Context: an optimization exercise on an open-source flow, tuned for small area. The choices shown serve that exercise and are no tape-out recipe. Function was checked by simulation only, so behaviour that the tests miss may differ from the original. Power is estimated from default activity; no workload was simulated.

**flow/design.v**
```verilog
module fifo (
    input clk,
    resetn,
    soft_reset,
    input read_en,
    write_en,
    input lfd_state,
    input [7:0] data_in,
    output reg [7:0] data_out,
    output empty,
    full
);
  reg [8:0] mem[15:0];
  reg [4:0] read_ptr, write_ptr;
  reg delay_lfd;
  reg [6:0] count;
  always @(posedge clk) begin
    if (~resetn || soft_reset) delay_lfd <= 1'b0;
    else delay_lfd <= lfd_state;
  end
  always @(posedge clk) begin
    if (~resetn || soft_reset) begin
      read_ptr  <= 5'b0;
      write_ptr <= 5'b0;
    end else begin
      if (read_en && ~empty) read_ptr <= read_ptr + 5'b1;
      else read_ptr <= read_ptr;
      if (write_en && ~full) write_ptr <= write_ptr + 5'b1;
      else write_ptr <= write_ptr;
    end
  end
  integer i;
  always @(posedge clk) begin
    if (~resetn || soft_reset) begin
      for (i = 0; i < 16; i = i + 1) begin
        mem[i] <= 0;
      end
    end else if (write_en && ~full) begin
      mem[write_ptr[3:0]] <= {delay_lfd, data_in};
    end
  end
  wire flag1;
  assign flag1 = ((count == 0) && (data_out != 0)) ? 1'b1 : 1'b0;
  always @(posedge clk) begin
    if (~resetn) data_out <= 8'b0;
    else if (soft_reset) data_out <= 8'b0;
    else if (flag1) data_out <= 8'b0;
    else if (read_en && ~empty) data_out <= mem[read_ptr[3:0]][7:0];
  end
  wire flag0;
  assign flag0 = (mem[read_ptr[3:0]][8] == 1'b1);
  always @(posedge clk) begin
    if (~resetn || soft_reset) count <= 7'b0;
    else if (read_en && ~empty) begin
      if (flag0) begin
        count <= mem[read_ptr[3:0]][7:2] + 7'b1;   
      end else if (count != 0) begin
        count <= count - 1'b1;
      end
    end else begin
      count <= count;
    end
  end
  assign empty = (read_ptr == write_ptr);
  assign full  = (read_ptr == {~write_ptr[4], write_ptr[3:0]});
endmodule
module synchronizer (
    input clk,
    resetn,
    read_en_0,
    read_en_1,
    read_en_2,
    full_0,
    full_1,
    full_2,
    empty_0,
    empty_1,
    empty_2,
    detect_add,
    write_en_reg,
    input [1:0] data_in,
    output valid_out_0,
    valid_out_1,
    valid_out_2,
    output reg soft_reset_0,
    output reg soft_reset_1,
    output reg soft_reset_2,
    output reg fifo_full,
    output reg [2:0] write_en
);
  reg [1:0] fifo_add;
  reg [4:0] count_fifo_0, count_fifo_1, count_fifo_2;
  reg [1:0] add;
  always @(posedge clk) begin
    if (~resetn) fifo_add <= 0;
    else if (detect_add) fifo_add <= data_in;
  end
  always @(posedge clk) begin
    if (~resetn) add <= 2'b00;
    else if (detect_add) add <= data_in;
    else add <= add;
  end
  always @(*) begin
    if (write_en_reg) begin
      case (add)
        2'b00:   write_en = 3'b001;
        2'b01:   write_en = 3'b010;
        2'b10:   write_en = 3'b100;
        default: write_en = 3'b000;
      endcase
    end else write_en = 3'b0;
  end
  always @(*) begin
    case (fifo_add)
      2'b00:   fifo_full = full_0;
      2'b01:   fifo_full = full_1;
      2'b10:   fifo_full = full_2;
      default: fifo_full = 0;
    endcase
  end
  assign valid_out_0 = ~empty_0;
  assign valid_out_1 = ~empty_1;
  assign valid_out_2 = ~empty_2;
  always @(posedge clk) begin
    if (~resetn) begin
      soft_reset_0 <= 1'b0;
      count_fifo_0 <= 5'b1;
    end else if (~valid_out_0) begin
      count_fifo_0 <= 5'b1;
    end else if (read_en_0) begin
      count_fifo_0 <= 5'b1;
    end else begin
      if (count_fifo_0 < 5'd30) begin
        soft_reset_0 <= 1'b0;
        count_fifo_0 <= count_fifo_0 + 1;
      end else begin
        soft_reset_0 <= 1'b1;
        count_fifo_0 <= 5'b1;
      end
    end
  end
  always @(posedge clk) begin
    if (~resetn) begin
      soft_reset_1 <= 1'b0;
      count_fifo_1 <= 5'b1;
    end else if (~valid_out_1) begin
      count_fifo_1 <= 5'b1;
    end else if (read_en_1) begin
      count_fifo_1 <= 5'b1;
    end else begin
      if (count_fifo_1 < 5'd30) begin
        soft_reset_1 <= 1'b0;
        count_fifo_1 <= count_fifo_1 + 1;
      end else begin
        soft_reset_1 <= 1'b1;
        count_fifo_1 <= 5'b1;
      end
    end
  end
  always @(posedge clk) begin
    if (~resetn) begin
      soft_reset_2 <= 1'b0;
      count_fifo_2 <= 5'b1;
    end else if (~valid_out_2) begin
      count_fifo_2 <= 5'b1;
    end else if (read_en_2) begin
      count_fifo_2 <= 5'b1;
    end else begin
      if (count_fifo_2 < 5'd30) begin
        soft_reset_2 <= 1'b0;
        count_fifo_2 <= count_fifo_2 + 1;
      end else begin
        soft_reset_2 <= 1'b1;
        count_fifo_2 <= 5'b1;
      end
    end
  end
endmodule
module fsm(
        input clk,resetn,
        input pkt_valid,
        input parity_done,
        input soft_reset_0,soft_reset_1,soft_reset_2,
        input fifo_empty_0,fifo_empty_1,fifo_empty_2,
        input fifo_full,
        input low_pkt_valid,
        input [1:0]data_in,
        output busy,
        output detect_add,
        output ld_state,lfd_state,laf_state,full_state,
        output write_en_reg,rst_int_reg
    );
    reg [2:0]present_state,next_state;
    reg [1:0]add;
    parameter DECODE_ADDRESS = 3'b000,
              LOAD_FIRST_DATA = 3'b001,
              LOAD_DATA = 3'b010,
              WAIT_TILL_EMPTY = 3'b011,
              FIFO_FULL_STATE = 3'b100,
              LOAD_AFTER_FULL = 3'b101,
              LOAD_PARITY = 3'b110,
              CHECK_PARITY_ERROR = 3'b111;
    always @ (posedge clk)
    begin
        if (~resetn)
            add <= 2'b0;
        else if (data_in == 1)
            add <= data_in;
        else
            add <= add;
    end
    always @ (posedge clk)
    begin
        if (~resetn)
            present_state <= DECODE_ADDRESS;
        else if (((soft_reset_0 == 1) && (data_in[1:0] == 2'b00 ))
                || ((soft_reset_1 == 1) && (data_in[1:0] == 2'b01 ))
                || ((soft_reset_2 == 1) && (data_in[1:0] == 2'b10 )) )
            present_state <= DECODE_ADDRESS;
        else
            present_state <= next_state;
    end
    always @ (*)
    begin
        case (present_state)
            DECODE_ADDRESS: begin
                                if ((pkt_valid & (data_in[1:0] == 2'b00) & fifo_empty_0) || 
                                    (pkt_valid & (data_in[1:0] == 2'b01) & fifo_empty_1) || 
                                    (pkt_valid & (data_in[1:0] == 2'b10) & fifo_empty_2) )
                                    next_state = LOAD_FIRST_DATA;
                                else if ((pkt_valid & (data_in[1:0] == 2'b00) & ~fifo_empty_0) || 
                                    (pkt_valid & (data_in[1:0] == 2'b01) & ~fifo_empty_1) || 
                                    (pkt_valid & (data_in[1:0] == 2'b10) & ~fifo_empty_2) )
                                    next_state = WAIT_TILL_EMPTY;
                                else
                                    next_state = DECODE_ADDRESS;
                            end
            LOAD_FIRST_DATA:  begin
                                next_state = LOAD_DATA;
                              end
            LOAD_DATA:        begin
                                if (fifo_full)
                                    next_state = FIFO_FULL_STATE;
                                else if(~fifo_full && ~pkt_valid)
                                    next_state = LOAD_PARITY;
                                else
                                    next_state = LOAD_DATA;
                              end
            WAIT_TILL_EMPTY:  begin
                                if ((fifo_empty_0 && (add == 0)) || 
                                    (fifo_empty_1 && (add == 1)) || 
                                    (fifo_empty_2 && (add == 2)))
                                    next_state = LOAD_FIRST_DATA;
                                else
                                    next_state = WAIT_TILL_EMPTY;
                              end
            FIFO_FULL_STATE:  begin
                                if (~fifo_full)
                                    next_state = LOAD_AFTER_FULL;
                                else
                                    next_state = FIFO_FULL_STATE;
                              end
            LOAD_AFTER_FULL:  begin
                                if (~parity_done && low_pkt_valid)
                                    next_state = LOAD_PARITY;
                                else if (~parity_done && ~low_pkt_valid )
                                    next_state = LOAD_DATA;
                                else if (parity_done)
                                    next_state = DECODE_ADDRESS;
                                else
                                    next_state = LOAD_AFTER_FULL;
                              end
            LOAD_PARITY:      begin
                                next_state = CHECK_PARITY_ERROR;
                              end
            CHECK_PARITY_ERROR:   begin
                                    if (fifo_full)
                                        next_state = FIFO_FULL_STATE;
                                    else if (~fifo_full)
                                        next_state = DECODE_ADDRESS;
                                    else
                                        next_state = CHECK_PARITY_ERROR;
                                  end
        endcase
    end
    assign busy = ((present_state == LOAD_DATA) | (present_state == DECODE_ADDRESS)) ? 1'b0 : 1'b1;
    assign detect_add = (present_state == DECODE_ADDRESS);
    assign lfd_state = (present_state == LOAD_FIRST_DATA);
    assign ld_state = (present_state == LOAD_DATA);
    assign laf_state = (present_state == LOAD_AFTER_FULL);
    assign full_state = (present_state == FIFO_FULL_STATE);
    assign write_en_reg = ((present_state == LOAD_DATA) || (present_state == LOAD_PARITY) || (present_state == LOAD_AFTER_FULL));
    assign rst_int_reg = (present_state == CHECK_PARITY_ERROR);
endmodule
module register (
    input clk,
    resetn,
    input pkt_valid,
    input fifo_full,
    input ld_state,
    full_state,
    laf_state,
    lfd_state,
    detect_add,
    rst_int_reg,
    input [7:0] data_in,
    output reg parity_done,
    output reg low_pkt_valid,
    output reg err,
    output reg [7:0] data_out
);
  reg [7:0] fifo_full_state_byte, header_byte, internal_parity, packet_parity;
  always @(posedge clk) begin
    if (~resetn || detect_add) parity_done <= 1'b0;
    else if ((ld_state && ~fifo_full && ~pkt_valid) || (laf_state && low_pkt_valid && ~parity_done))
      parity_done <= 1'b1;
    else parity_done <= parity_done;
  end
  always @(posedge clk) begin
    if (~resetn || rst_int_reg) low_pkt_valid <= 1'b0;
    else if (ld_state && ~pkt_valid) low_pkt_valid <= 1'b1;
    else low_pkt_valid <= low_pkt_valid;
  end
  always @(posedge clk) begin
    if (~resetn) begin
      data_out <= 8'b0;
      header_byte <= 8'b0;
      fifo_full_state_byte <= 8'b0;
    end else if (detect_add && pkt_valid) header_byte <= data_in;
    else if (lfd_state) data_out <= header_byte;
    else if (ld_state && ~fifo_full) data_out <= data_in;
    else if (fifo_full && ld_state) fifo_full_state_byte <= data_in;
    else if (laf_state) data_out <= fifo_full_state_byte;
    else data_out <= data_out;
  end
  always @(posedge clk) begin
    if (~resetn || detect_add) internal_parity <= 8'b0;
    else if (lfd_state && pkt_valid) internal_parity <= internal_parity ^ header_byte;
    else if (pkt_valid && ld_state && ~full_state) internal_parity <= internal_parity ^ data_in;
    else internal_parity <= internal_parity;
  end
  always @(posedge clk) begin
    if (~resetn || detect_add) packet_parity <= 8'b0;
    else if ((ld_state && ~fifo_full && ~pkt_valid) || (laf_state && low_pkt_valid && ~parity_done))
      packet_parity <= data_in;
    else packet_parity <= packet_parity;
  end
  always @(posedge clk) begin
    if (~resetn) err <= 1'b0;
    else if (parity_done) begin
      if (internal_parity == packet_parity) err <= 1'b0;
      else err <= 1'b1;
    end else err <= err;
  end
endmodule
module router_top(
    input clk,resetn,
    input read_en_0,read_en_1,read_en_2,
    input pkt_valid,
    input [7:0]data_in,
    output [7:0]data_out_0,data_out_1,data_out_2,
    output valid_out_0,valid_out_1,valid_out_2,
    output err,busy
    );
    wire wire_soft_reset_0, wire_soft_reset_1, wire_soft_reset_2;
    wire [2:0]wire_write_en;
    wire [7:0]wire_register_data_out;
    wire wire_lfd_state;
    wire wire_empty_0,wire_empty_1,wire_empty_2;
    wire wire_full_0,wire_full_1,wire_full_2;
    wire wire_fifo_full;
    wire wire_parity_done;
    wire wire_detect_add;
    wire wire_write_en_reg;
    wire wire_low_pkt_valid;
    wire wire_ld_state,wire_full_state,wire_laf_state;
    wire wire_rst_int_reg;
    fifo fifo_0 (
        .clk(clk),
        .resetn(resetn),
        .soft_reset(wire_soft_reset_0),
        .read_en(read_en_0),
        .write_en(wire_write_en[0]),
        .lfd_state(wire_lfd_state),
        .data_in(wire_register_data_out),
        .data_out(data_out_0),
        .empty(wire_empty_0),
        .full(wire_full_0)
    );
    fifo fifo_1 (
        .clk(clk),
        .resetn(resetn),
        .soft_reset(wire_soft_reset_1),
        .read_en(read_en_1),
        .write_en(wire_write_en[1]),
        .lfd_state(wire_lfd_state),
        .data_in(wire_register_data_out),
        .data_out(data_out_1),
        .empty(wire_empty_1),
        .full(wire_full_1)
    );
    fifo fifo_2 (
        .clk(clk),
        .resetn(resetn),
        .soft_reset(wire_soft_reset_2),
        .read_en(read_en_2),
        .write_en(wire_write_en[2]),
        .lfd_state(wire_lfd_state),
        .data_in(wire_register_data_out),
        .data_out(data_out_2),
        .empty(wire_empty_2),
        .full(wire_full_2)
    );
    synchronizer sync (
        .clk(clk),
        .resetn(resetn),
        .read_en_0(read_en_0),
        .read_en_1(read_en_1),
        .read_en_2(read_en_2),
        .full_0(wire_full_0),
        .full_1(wire_full_1),
        .full_2(wire_full_2),
        .empty_0(wire_empty_0),
        .empty_1(wire_empty_1),
        .empty_2(wire_empty_2),
        .detect_add(wire_detect_add),
        .write_en_reg(wire_write_en_reg),
        .data_in(data_in[1:0]),
        .valid_out_0(valid_out_0),
        .valid_out_1(valid_out_1),
        .valid_out_2(valid_out_2),
        .soft_reset_0(wire_soft_reset_0),
        .soft_reset_1(wire_soft_reset_1),
        .soft_reset_2(wire_soft_reset_2),
        .fifo_full(wire_fifo_full),
        .write_en(wire_write_en)
    ); 
        fsm fsm_ (
            .clk(clk),
            .resetn(resetn),
            .pkt_valid(pkt_valid),
            .parity_done(wire_parity_done),
            .soft_reset_0(wire_soft_reset_0),
            .soft_reset_1(wire_soft_reset_1),
            .soft_reset_2(wire_soft_reset_2),
            .fifo_empty_0(wire_empty_0),
            .fifo_empty_1(wire_empty_1),
            .fifo_empty_2(wire_empty_2),
            .fifo_full(wire_fifo_full),
            .low_pkt_valid(wire_low_pkt_valid),
            .data_in(data_in[1:0]),
            .busy(busy),
            .detect_add(wire_detect_add),
            .lfd_state(wire_lfd_state),
            .ld_state(wire_ld_state),
            .laf_state(wire_laf_state),
            .full_state(wire_full_state),
            .write_en_reg(wire_write_en_reg),
            .rst_int_reg(wire_rst_int_reg)
        );
    register regi (
        .clk(clk),
        .resetn(resetn),
        .pkt_valid(pkt_valid),
        .fifo_full(wire_fifo_full),
        .ld_state(wire_ld_state),
        .full_state(wire_full_state),
        .laf_state(wire_laf_state),
        .lfd_state(wire_lfd_state),
        .detect_add(wire_detect_add),
        .rst_int_reg(wire_rst_int_reg),
        .data_in(data_in),
        .parity_done(wire_parity_done),
        .low_pkt_valid(wire_low_pkt_valid),
        .err(err),
        .data_out(wire_register_data_out)
    );
endmodule
```
**flow/run.sh**
```bash
#!/bin/bash
# synth_recipe.tcl (not shown) runs the flow's synth.tcl, then flattens the netlist and writes it again
# the make line also repeats each setting of config.mk as NAME=value (left out here)
make -C /OpenROAD-flow-scripts/flow DESIGN_CONFIG=/design/flow/config.mk WORK_HOME=/design/flow/orfs CLKGATE_MAP_FILE= SYNTH_SCRIPT=/design/flow/synth_recipe.tcl finish
```
**flow/config.mk**
```make
export PLATFORM = sky130hd
export DESIGN_NAME = router_top
export DESIGN_NICKNAME = router_top
export VERILOG_FILES = /design/flow/design.v
export SDC_FILE = /design/flow/constraint.sdc
export NUM_CORES = 4
export LEC_CHECK = 0
export CAP_MARGIN = 20
export CORE_MARGIN = 2
export CORE_UTILIZATION = 40
export SLEW_MARGIN = 20
```
**flow/constraint.sdc**
```tcl
create_clock -name core_clock -period 5.0 [get_ports {clk}]
set_input_delay 1.0000 -clock core_clock [delete_from_list [all_inputs] [get_ports {clk}]]
set_output_delay 1.0000 -clock core_clock [all_outputs]
set_load 0.01 [all_outputs]
```
==> results.txt <==
-- tightest hold or removal path, cell delays in order, from the launching register on --
cell and delay [ns]:
dfxtp_1 0.31, nand2_1 0.05, nor2_1 0.03
-- metal layers --
| metal | part of all wire | wire length [microns] | track usage | up-vias |
|---|---|---|---|---|
| met2 | 0.48 | 33700 | 0.323 | 699 |
| met1 | 0.43 | 29900 | 0.278 | 9045 |
| li1 | - | - | - | 8197 |
| met3 | 0.067 | 4710 | 0.0316 | 114 |
| met5 | 0 | 0 | 0 | - |
| met4 | 0.023 | 1610 | 0.0559 | 0 |
-- cell families (layout without fill, tap and decap cells) --
kind of cell,Yosys count,count (layout)
AO/OA/AOI/OAI,221,221
XOR/XNOR,66,66
adder cells (fa/ha/maj),27,27
buffers and inverters,246,278
flip-flops,590,590
multiplexers,168,168
other,0,2
AND/OR/NAND/NOR,860,860
-- worst paths after layout --
path                                            start               end  cells past startpoint
worst max register to register  fsm_.present_state[0]  fifo_0.mem[0][1]                      7
worst min register to register            fsm_.add[1]       fsm_.add[1]                      2
worst min-delay path                      fsm_.add[1]       fsm_.add[1]                      2
worst max-delay path              fifo_2.write_ptr[2]       valid_out_2                      5
-- placed cells by master, fill, tap and decap left out, types with 46 or more instances in the layout --
master,count
edfxtp_1,432
nor3_1,225
nand2_1,158
dfxtp_1,154
and3_1,138
mux4_2,118
nor2_1,114
nor4_1,75
buf_4,75
clkbuf_16,68
a21oi_1,67
o21ai_0,53
mux2i_1,50
xor2_1,46
-- registers in the layout, indices dropped and copies added, names as in the netlist, 8 cells and up, named ones only --
| name | count |
|---|---|
| fifo_0.data_out | 8 |
| fifo_0.mem | 144 |
| fifo_1.data_out | 8 |
| fifo_1.mem | 144 |
| fifo_2.data_out | 8 |
| fifo_2.mem | 144 |
| regi.data_out | 8 |
| regi.fifo_full_state_byte | 8 |
| regi.header_byte | 8 |
| regi.internal_parity | 8 |
| regi.packet_parity | 8 |
-- cell type report --
cell class              instances  area [sq um]  area share
inverters                      39           146     0.00480
well taps                     873          1090      0.0358
repair buffers                118           998      0.0328
diodes                          2          5.00    0.000164
clock inverters                30           293     0.00961
flip-flops and latches        590         16100       0.530
multi-input cells            1342          9980       0.328
clock buffers                  91          1810      0.0593
-- stage by stage --
step	instances	power, W
finish	3085	0.0117
floorplan	2178	0.00654
global route	3084	0.0121
global placement	2961	0.00700
detailed placement	2961	0.00703
CTS	3082	0.0117
-- power groups by stage --
stage / registers (W) / logic, W / clock network, W
floorplan: 0.00561 / 0.000933 / 0
global placement: 0.00576 / 0.00124 / 0
detailed placement: 0.00577 / 0.00126 / 0
CTS: 0.00567 / 0.00126 / 0.00481
global route: 0.00570 / 0.00136 / 0.00501
finish: 0.00567 / 0.00126 / 0.00474
==> impl_metrics.py <==
metrics = {
    "run_status": {
        "status": "complete, no violations",
    },
    "synthesis": {
        "yosysTopAreaCellShare": 0.478,
        "synthMuxAreaShare": 0.116,
        "syn_nets": 2219,
        "synth_top_family_by_area": "simple AND/OR/NAND/NOR gates",
        "ys.flop_type": "edfxtp_1",
        "synth_area_leaders": "edfxtp_1 (48%), dfxtp_1 (12%), mux4_2 (9.8%)",
        "syn_avg_cell_area_sq_um": 12.5,
        "synth-xor-area-share": 0.0219,
        "yosysTopAreaCell": "edfxtp_1",
        "synthTopCellsByCount": "edfxtp_1 (432), nor3_1 (226), dfxtp_1 (158), nand2_1 (158), clkbuf_1 (155)",
        "synth-simple-area-share": 0.164,
        "synth_cell_type_count": 68,
        "synth_compound_area_frac": 0.0530,
        "synth.most_common_cell": "edfxtp_1",
        "syn_area_sq_mm": 0.0271,
        "yosys_warnings": 4,
        "seq_area_frac_synth": 0.595,
        "synth_edf_count": 432,
        "ys_async_sr_fraction": 0,
        "syn_inst": 2178,
        "ys_ff_latch": 590,
        "yosys.area_share.adder": 0.0125,
    },
    "finish": {
        "fillers": 5936,
        "final_area_sq_mm": 0.0305,
        "fin_util": 0.454,
        "areaGrowthSynthToFinish_pct": 12.4,
        "drive_above_1_share": 0.142,
        "fin_nets": 2198,
    },
    "floorplanning": {
        "initial_core_util": 0.404,
        "die_w_microns": 264,
        "dieArea_sq_mm": 0.0699,
        "core_area_sq_mm": 0.0672,
        "rows": 95,
        "die_y_microns": 264,
        "ios": 43,
    },
    "critical_path": {
        "critPathSlowestCell": "nor4_1",
        "r2r_slack_ns": 1.14,
        "worstSetupPathType": "reg -> out",
        "crit_required_ns": 4.00,
        "crit_path_end_kind": "output port",
        "worstPathMaxFanout": 7,
        "crit_buf_inv": 2,
        "crit_family": "simple AND/OR/NAND/NOR gates",
        "start_kind": "register",
        "crit_chain": "xor2_1 > nor4_1 > and2_1 > inv_1 > clkdlybuf4s50_1",
        "max_stage_delay_ns": 0.70,
        "cp.arrival_ns": 3.08,
    },
    "drt": {
        "drt_wl_total_microns": 69900,
        "via_count": 18100,
        "drc": 0,
        "wire_per_inst_microns": 22.7,
        "via_per_inst": 5.85,
        "postRouteAntennaNets": 0,
        "first_pass_iters": 5,
        "drt_iter0_drc": 2050,
    },
    "worst_hold_path": {
        "hp-class": "reg -> reg",
    },
    "cts": {
        "cts_resized": 0,
        "post_cts_buffers": 0,
        "clkLatencyLatePin_ns": 0.61,
        "clockBufferDepth": 3,
        "cts_tree": "yes",
        "cts_buffers": 66,
        "cts.clk_slew.worst_paths_ns": 0.06,
        "clockRootBuffer": "clkbuf_16",
        "ctsHoldBuffers": 0,
        "cts_sinks": 590,
        "cts_max_level": 3,
    },
    "sta": {
        "hold_viol_final": 0,
        "slew_violations": 0,
        "slew_headroom": 0.298,
        "fin_crit_sh": 0.816,
        "worst_pin_slew_ns": 1.05,
        "setup-violations-final": 0,
        "fmax_mhz": 245,
        "rsz0062_at_grt": "false",
        "fin_setup_tns_ns": 0,
        "finalClockSkew_ns": 0.0260,
        "fin_hold_ws_ns": 0.425,
        "post-route-min-period_ns": 4.08,
        "layout_setup_ws_ns": 0.921,
    },
    "placed_design": {
        "post-place-ws_ns": 0.932,
        "port_buffers": 42,
        "dp_hpwl_microns": 44300,
        "gp_congestion": 0.866,
        "dpl_cell_area_sq_mm": 0.0283,
    },
    "power_and_ir_drop": {
        "p_switching_w": 0.00300,
        "swShare": 0.257,
        "p_leak_nw": 10.7,
        "p_int_w": 0.00867,
        "p_per_area_mw_per_mm2": 383,
        "clkPwrFrac": 0.406,
        "pwr-share-comb": 0.108,
        "ir_drop_mv": 0.273,
        "p_seq_frac": 0.486,
    },
    "grt": {
        "grt_pass1_vias": 17500,
        "grt_pass1_wl_microns": 107000,
        "grt_max_degree": 46,
        "overflow": 0,
        "grt_antenna_before_repair": 1,
        "grtUsageTotal": 0.199,
    },
    "run": {
        "drv_cap": 0,
    },
}

## what the ideal ports hide
No port has a modelled driver above. Below, the same layout with a new extraction and two added sets of constraints.
Step 1 sets driving cells, clkbuf_16 on the clock port and buf_2 on the other inputs (assumed; they add their load-dependent delay and slew).
Step 2 moves the port delays by t, midway between the first and last clock arrival at a register: inputs arrive t later, outputs are due t later. That takes back most of the time a late clock gives input paths.
a / b / c = ideal ports / drivers / drivers and shift; a / b = the first two.
t (ns): 0.657
setup WS [ns]: 0.921 / 0.859 / 0.814
hold slack, ns: 0.425 / 0.425 / 0.425
After both steps this run still meets setup and hold. For this run, drivers alone change the setup slack by -0.062 ns; drivers and shift together by -0.107 ns.
